Context: an optimization exercise on an open-source flow, tuned for small area. The choices shown serve that exercise and are no tape-out recipe. Function was checked by simulation only, so behaviour that the tests miss may differ from the original. No driver is modelled on the clock port, so clocking that relies on it looks cheaper here than on a real chip. Power is estimated from default activity; no workload was simulated.

## uart_ctrl
module uart_ctrl(
    input CLK,
    input RST,
    input EN,
    input [3:0] BAUD,
    input TXEN,
    input RXEN,
    output TX,
    input RX,
    input WRITE,
    input [7:0] WRDATA,
    output ISFULL,
    input READ,
    output [7:0] RDDATA,
    output DATARDY
    );
Size in the first run: ~430 cells after synthesis, ~170 flip-flops, about 31 I/O pins, roughly 0.0064 mm^2 of cells after synthesis.
Settings: LEC_CHECK=0, CAP_MARGIN=0, CORE_MARGIN=2, CORE_UTILIZATION=70, PLACE_DENSITY=0.85, SLEW_MARGIN=0; clock period 10.0 ns.
standard.sh (not shown) runs the stock make flow with config.mk's settings and CLKGATE_MAP_FILE= SYNTH_SCRIPT=/design/flow/synth_recipe.tcl, a recipe that flattens the netlist after the stock synthesis.
==> flow/flow/run.sh <==
#!/bin/bash
# Layout flow: the standard ORFS flow, with changes that only save cell
# area: an area-oriented ABC mapping script in synthesis (registers are left as
# the standard synthesis makes them), the smallest buffer on the ports, and a
# clock tree of clkbuf_4 without dummy balancing loads, in which post_cts.tcl
# upsizes any buffer whose loads would see a clock slew over 115 ps.
set -euo pipefail
W=$(pwd)
F=$W/flow

rm -rf "$W/scripts_area"
cp -r "$FLOW_HOME/scripts" "$W/scripts_area"
cp "$F/abc_area.script" "$W/scripts_area/abc_speed.script"

bash standard.sh synth SCRIPTS_DIR="$W/scripts_area" > "$W/synth.log" 2>&1
bash standard.sh place \
  BUFFER_PORTS_ARGS="-buffer_cell sky130_fd_sc_hd__buf_1" > "$W/place.log" 2>&1
bash standard.sh cts \
  CTS_ARGS="-sink_clustering_enable -repair_clock_nets -dont_use_dummy_load -buf_list sky130_fd_sc_hd__clkbuf_4" \
  POST_CTS_TCL="$F/post_cts.tcl" > "$W/cts.log" 2>&1
bash standard.sh finish > "$W/finish.log" 2>&1
==> flow/flow/post_cts.tcl <==
# Upsize the clock tree's buffers whose loads see a slow clock edge. Only
# drive strength changes; the tree's topology stays as CTS built it.
proc clk_buf_worst_load_slew { inst } {
  set worst 0.0
  set net [[$inst findITerm X] getNet]
  foreach it [$net getITerms] {
    if {[$it isOutputSignal]} continue
    set pin [get_pins [$it getName]]
    foreach a {max min} {
      foreach e {rise fall} {
        set s [get_property $pin slew_${a}_$e]
        if {[string is double -strict $s] && $s > $worst} { set worst $s }
      }
    }
  }
  return $worst
}

proc upsize_slow_clock_buffers { limit_ns } {
  set db [ord::get_db]
  set block [ord::get_db_block]
  set next [dict create \
    sky130_fd_sc_hd__clkbuf_2 sky130_fd_sc_hd__clkbuf_4 \
    sky130_fd_sc_hd__clkbuf_4 sky130_fd_sc_hd__clkbuf_8 \
    sky130_fd_sc_hd__clkbuf_8 sky130_fd_sc_hd__clkbuf_16]
  for {set pass 0} {$pass < 4} {incr pass} {
    estimate_parasitics -placement
    set changed 0
    foreach inst [$block getInsts] {
      set m [[$inst getMaster] getName]
      if {![dict exists $next $m]} continue
      set xt [$inst findITerm X]
      if {$xt eq "NULL" || [$xt getNet] eq "NULL"} continue
      if {[[$xt getNet] getSigType] ne "CLOCK"} continue
      set w [clk_buf_worst_load_slew $inst]
      if {$w > $limit_ns} {
        puts "upsize [$inst getName] $m (load slew [format %.1f [expr {$w * 1000}]] ps)"
        $inst swapMaster [$db findMaster [dict get $next $m]]
        incr changed
      }
    }
    if {$changed == 0} break
    detailed_placement
  }
  estimate_parasitics -placement
}

upsize_slow_clock_buffers 0.115
Other scripts of this flow, unchanged in this note and not shown: flow/flow/abc_area.script
The starting point completed with no timing, DRC or antenna violations.
Next try:
==> flow/flow/run.sh (replaced) <==
#!/bin/bash
# Layout flow: the standard ORFS flow, with three changes that only save cell
# area: an area-oriented ABC mapping script in synthesis (registers are left as
# the standard synthesis makes them), the smallest buffer on the ports, and a
# clock tree of clkbuf_8 without dummy balancing loads.
set -euo pipefail
W=$(pwd)
F=$W/flow

rm -rf "$W/scripts_area"
cp -r "$FLOW_HOME/scripts" "$W/scripts_area"
cp "$F/abc_area.script" "$W/scripts_area/abc_speed.script"

bash standard.sh synth SCRIPTS_DIR="$W/scripts_area" > "$W/synth.log" 2>&1
bash standard.sh place \
  BUFFER_PORTS_ARGS="-buffer_cell sky130_fd_sc_hd__buf_1" > "$W/place.log" 2>&1
bash standard.sh cts \
  CTS_ARGS="-sink_clustering_enable -repair_clock_nets -dont_use_dummy_load -buf_list sky130_fd_sc_hd__clkbuf_8" \
  > "$W/cts.log" 2>&1
bash standard.sh finish > "$W/finish.log" 2>&1
--- a/flow/config.mk
+++ b/flow/config.mk
@@ -6,7 +6,7 @@
 export NUM_CORES = 4
 export LEC_CHECK = 0
-export CAP_MARGIN = 0
+export CAP_MARGIN = 20
 export CORE_MARGIN = 2
 export CORE_UTILIZATION = 70
 export PLACE_DENSITY = 0.85
-export SLEW_MARGIN = 0
+export SLEW_MARGIN = 20
removed: flow/flow/post_cts.tcl
Synthesized area stays the same.
Power increases by a few percent.
Routed wire length increases by a few percent.
Clock-buffer cell count is unchanged.
Next try:
--- a/flow/config.mk
+++ b/flow/config.mk
@@ -8,5 +8,4 @@
 export CAP_MARGIN = 20
 export CORE_MARGIN = 2
-export CORE_UTILIZATION = 70
-export PLACE_DENSITY = 0.85
+export CORE_UTILIZATION = 40
 export SLEW_MARGIN = 20
What happened: The changed run passed the timing, design-rule and antenna checks; synthesized cell count does not change; register-to-register slack improves by 310 ps; synthesized area is unchanged; critical path depth grows by 1; final cell count grows by 19%; power grows by 1.3%; final area grows by 2.3%; fmax grows by 7.5%.

---

run A:
uart_ctrl, a different RTL version from the one above (not shown whole).
For scale: roughly 470 cells after synthesis, ~170 flip-flops, about 31 I/O pins, ~7000 µm² of cells after synthesis.
export LEC_CHECK = 0
export CAP_MARGIN = 20
export CORE_MARGIN = 2
export CORE_UTILIZATION = 65
export CTS_BUF_LIST = sky130_fd_sc_hd__clkbuf_8
export CTS_CLUSTER_DIAMETER = 100
export CTS_CLUSTER_SIZE = 30
export PLACE_DENSITY = 0.8
export SLEW_MARGIN = 20
create_clock -name core_clock -period 10.0 [get_ports {CLK}]
run.sh (not shown) runs the stock make flow with config.mk's settings and CLKGATE_MAP_FILE= SYNTH_SCRIPT=/design/flow/synth_recipe.tcl, a recipe that flattens the netlist after the stock synthesis.
Stock flow here: none of the scripts above is used.
Run A: no failed stages, no open violations at the end
### run A -> run B
==> flow/flow/run.sh (new file) <==
#!/bin/bash
# Layout flow: the standard ORFS flow, with three changes that only save cell
# area: an area-oriented ABC mapping script in synthesis (registers are left as
# the standard synthesis makes them), the smallest buffer on the ports, and a
# clock tree of clkbuf_8 without dummy balancing loads.
set -euo pipefail
W=$(pwd)
F=$W/flow

rm -rf "$W/scripts_area"
cp -r "$FLOW_HOME/scripts" "$W/scripts_area"
cp "$F/abc_area.script" "$W/scripts_area/abc_speed.script"

bash standard.sh synth SCRIPTS_DIR="$W/scripts_area" > "$W/synth.log" 2>&1
bash standard.sh place \
  BUFFER_PORTS_ARGS="-buffer_cell sky130_fd_sc_hd__buf_1" > "$W/place.log" 2>&1
bash standard.sh cts \
  CTS_ARGS="-sink_clustering_enable -repair_clock_nets -dont_use_dummy_load -buf_list sky130_fd_sc_hd__clkbuf_8" \
  > "$W/cts.log" 2>&1
bash standard.sh finish > "$W/finish.log" 2>&1
==> flow/flow/abc_area.script (new file) <==
&get -n
&st
&dch
&nf -a
&st
&dch
&nf -a
&put
==> flow/standard.sh (new file) <==
#!/bin/bash
# synth_recipe.tcl (not shown) runs the flow's synth.tcl, then flattens the netlist and writes it again
# the make line also repeats each setting of config.mk as NAME=value (left out here)
make -C /OpenROAD-flow-scripts/flow DESIGN_CONFIG=/design/flow/config.mk WORK_HOME=/design/flow/orfs CLKGATE_MAP_FILE= SYNTH_SCRIPT=/design/flow/synth_recipe.tcl "${@:-finish}"
==> flow/config.mk <==
export PLATFORM = sky130hd
export DESIGN_NAME = uart_ctrl
export DESIGN_NICKNAME = uart_ctrl
export VERILOG_FILES = /design/flow/design.v
export SDC_FILE = /design/flow/constraint.sdc
export NUM_CORES = 4
export LEC_CHECK = 0
export CAP_MARGIN = 20
export CORE_MARGIN = 2
export CORE_UTILIZATION = 40
export SLEW_MARGIN = 20
removed: flow/run.sh
Notes after the runs:
The final layout from run B, which completed every stage, passed the timing, design-rule and antenna checks at the end of the flow.
Power consumed by combinational cells, run B and run A, higher one = run A.
In the tables for run B and run A, largest fanout on the critical path reads lower with run A.
Global-route wire length before repair, run B and run A: higher on run B
[run B] final wirelength rose 1200 µm relative to run A
Register-to-register slack in run B is 550 ps lower than in run A
[run B] synthesized instance count fell 16 relative to run A
Higher post-route minimum period was reported by run B, not run A.
In run B, share of power burned in registers is higher than in run A.
The die area of run B exceeds that of run A by 50%.
Between run B and run A, it is run B whose worst reg2reg path depth is higher, by 2.
What run A reported for total of fill cells in the finished design has to be multiplied by 2.2 to get the figure for run B.
Relative to run B, the following input files were edited for run C:
==> flow/run.sh (new file) <==
#!/bin/bash
# synth_recipe.tcl (not shown) runs the flow's synth.tcl, then flattens the netlist and writes it again
# the make line also repeats each setting of config.mk as NAME=value (left out here)
make -C /OpenROAD-flow-scripts/flow DESIGN_CONFIG=/design/flow/config.mk WORK_HOME=/design/flow/orfs CLKGATE_MAP_FILE= SYNTH_SCRIPT=/design/flow/synth_recipe.tcl finish
-- flow/config.mk --
<<< run B, line 8
export CAP_MARGIN = 20
export CORE_MARGIN = 2
export CORE_UTILIZATION = 40
export SLEW_MARGIN = 20
>>> run C, line 8
export CAP_MARGIN = 20
export CORE_MARGIN = 2
export CORE_UTILIZATION = 65
export CTS_BUF_LIST = sky130_fd_sc_hd__clkbuf_2 sky130_fd_sc_hd__clkbuf_4 sky130_fd_sc_hd__clkbuf_8
export PLACE_DENSITY = 0.8
export SLEW_MARGIN = 20
removed: flow/flow/run.sh
removed: flow/flow/abc_area.script
removed: flow/standard.sh
- Sequential share of layout area on run C is down relative to run B.
- Run C has post-synthesis compound-gate area fraction below what run B had.
- | vertical extent of the die | run C vs run B | 24 µm lower |
- Run C — routed wire length 8.9% lower, run B as reference
#### Input delta (run D over run C)
==> flow/config.mk <==
export PLATFORM = sky130hd
export DESIGN_NAME = uart_ctrl
export DESIGN_NICKNAME = uart_ctrl
export VERILOG_FILES = /design/flow/design.v
export SDC_FILE = /design/flow/constraint.sdc
export NUM_CORES = 4
export LEC_CHECK = 0
export CAP_MARGIN = 20
export CORE_MARGIN = 2
export CORE_UTILIZATION = 40
export SLEW_MARGIN = 20
--- outcome ---
Run D against run C: routed wire length rose by 1.1%, length of routed wiring on met1 rose by 500 µm, first-pass GRT wire length rose by 950 µm, number of cells on the critical path stayed essentially flat, starting density of the core fell by 27 points. Sort run D and run C by actual slew at the worst max-slew pin, ascending, and run C comes first. Clock latency on the worst-skew pair (lower): run D. Run D and run C ended up with nearly the same combinational gate power.

## re-timing with driven ports
In the flow no input, the clock included, has a driving cell. The finished layouts below were timed again as built, in two steps.
Step 1 assumes that a clkbuf_16 drives the clock port and a buf_2 every other input.
Step 2 also shifts input and output timing later by t, the mid clock arrival at the registers, as if the neighbouring blocks saw the same clock.
Three values: ideal, step 1, step 2; two values: the first two.
| run | t, ns | setup slack, ns | cell pins on the clock port's net |
|---|---|---|---|
| the first run of note 1 | 0.387 | 5.499 / 5.460 / 5.721 | 1 |
| the second run of note 1 | 0.454 | 5.352 / 5.315 / 5.706 | 1 |
| the third run of note 1 | 0.463 | 5.676 / 5.638 / 5.696 | 1 |
| run A | 0.488 | 4.609 / 4.619 / 4.131 | 1 |
| run B | 0.475 | 4.516 / 4.529 / 4.054 | 1 |
| run C | 0.488 | 4.609 / 4.619 / 4.131 | 1 |
| run D | 0.455 | 4.545 / 4.561 / 4.106 | 1 |
After both steps setup and hold are still met in every run listed.
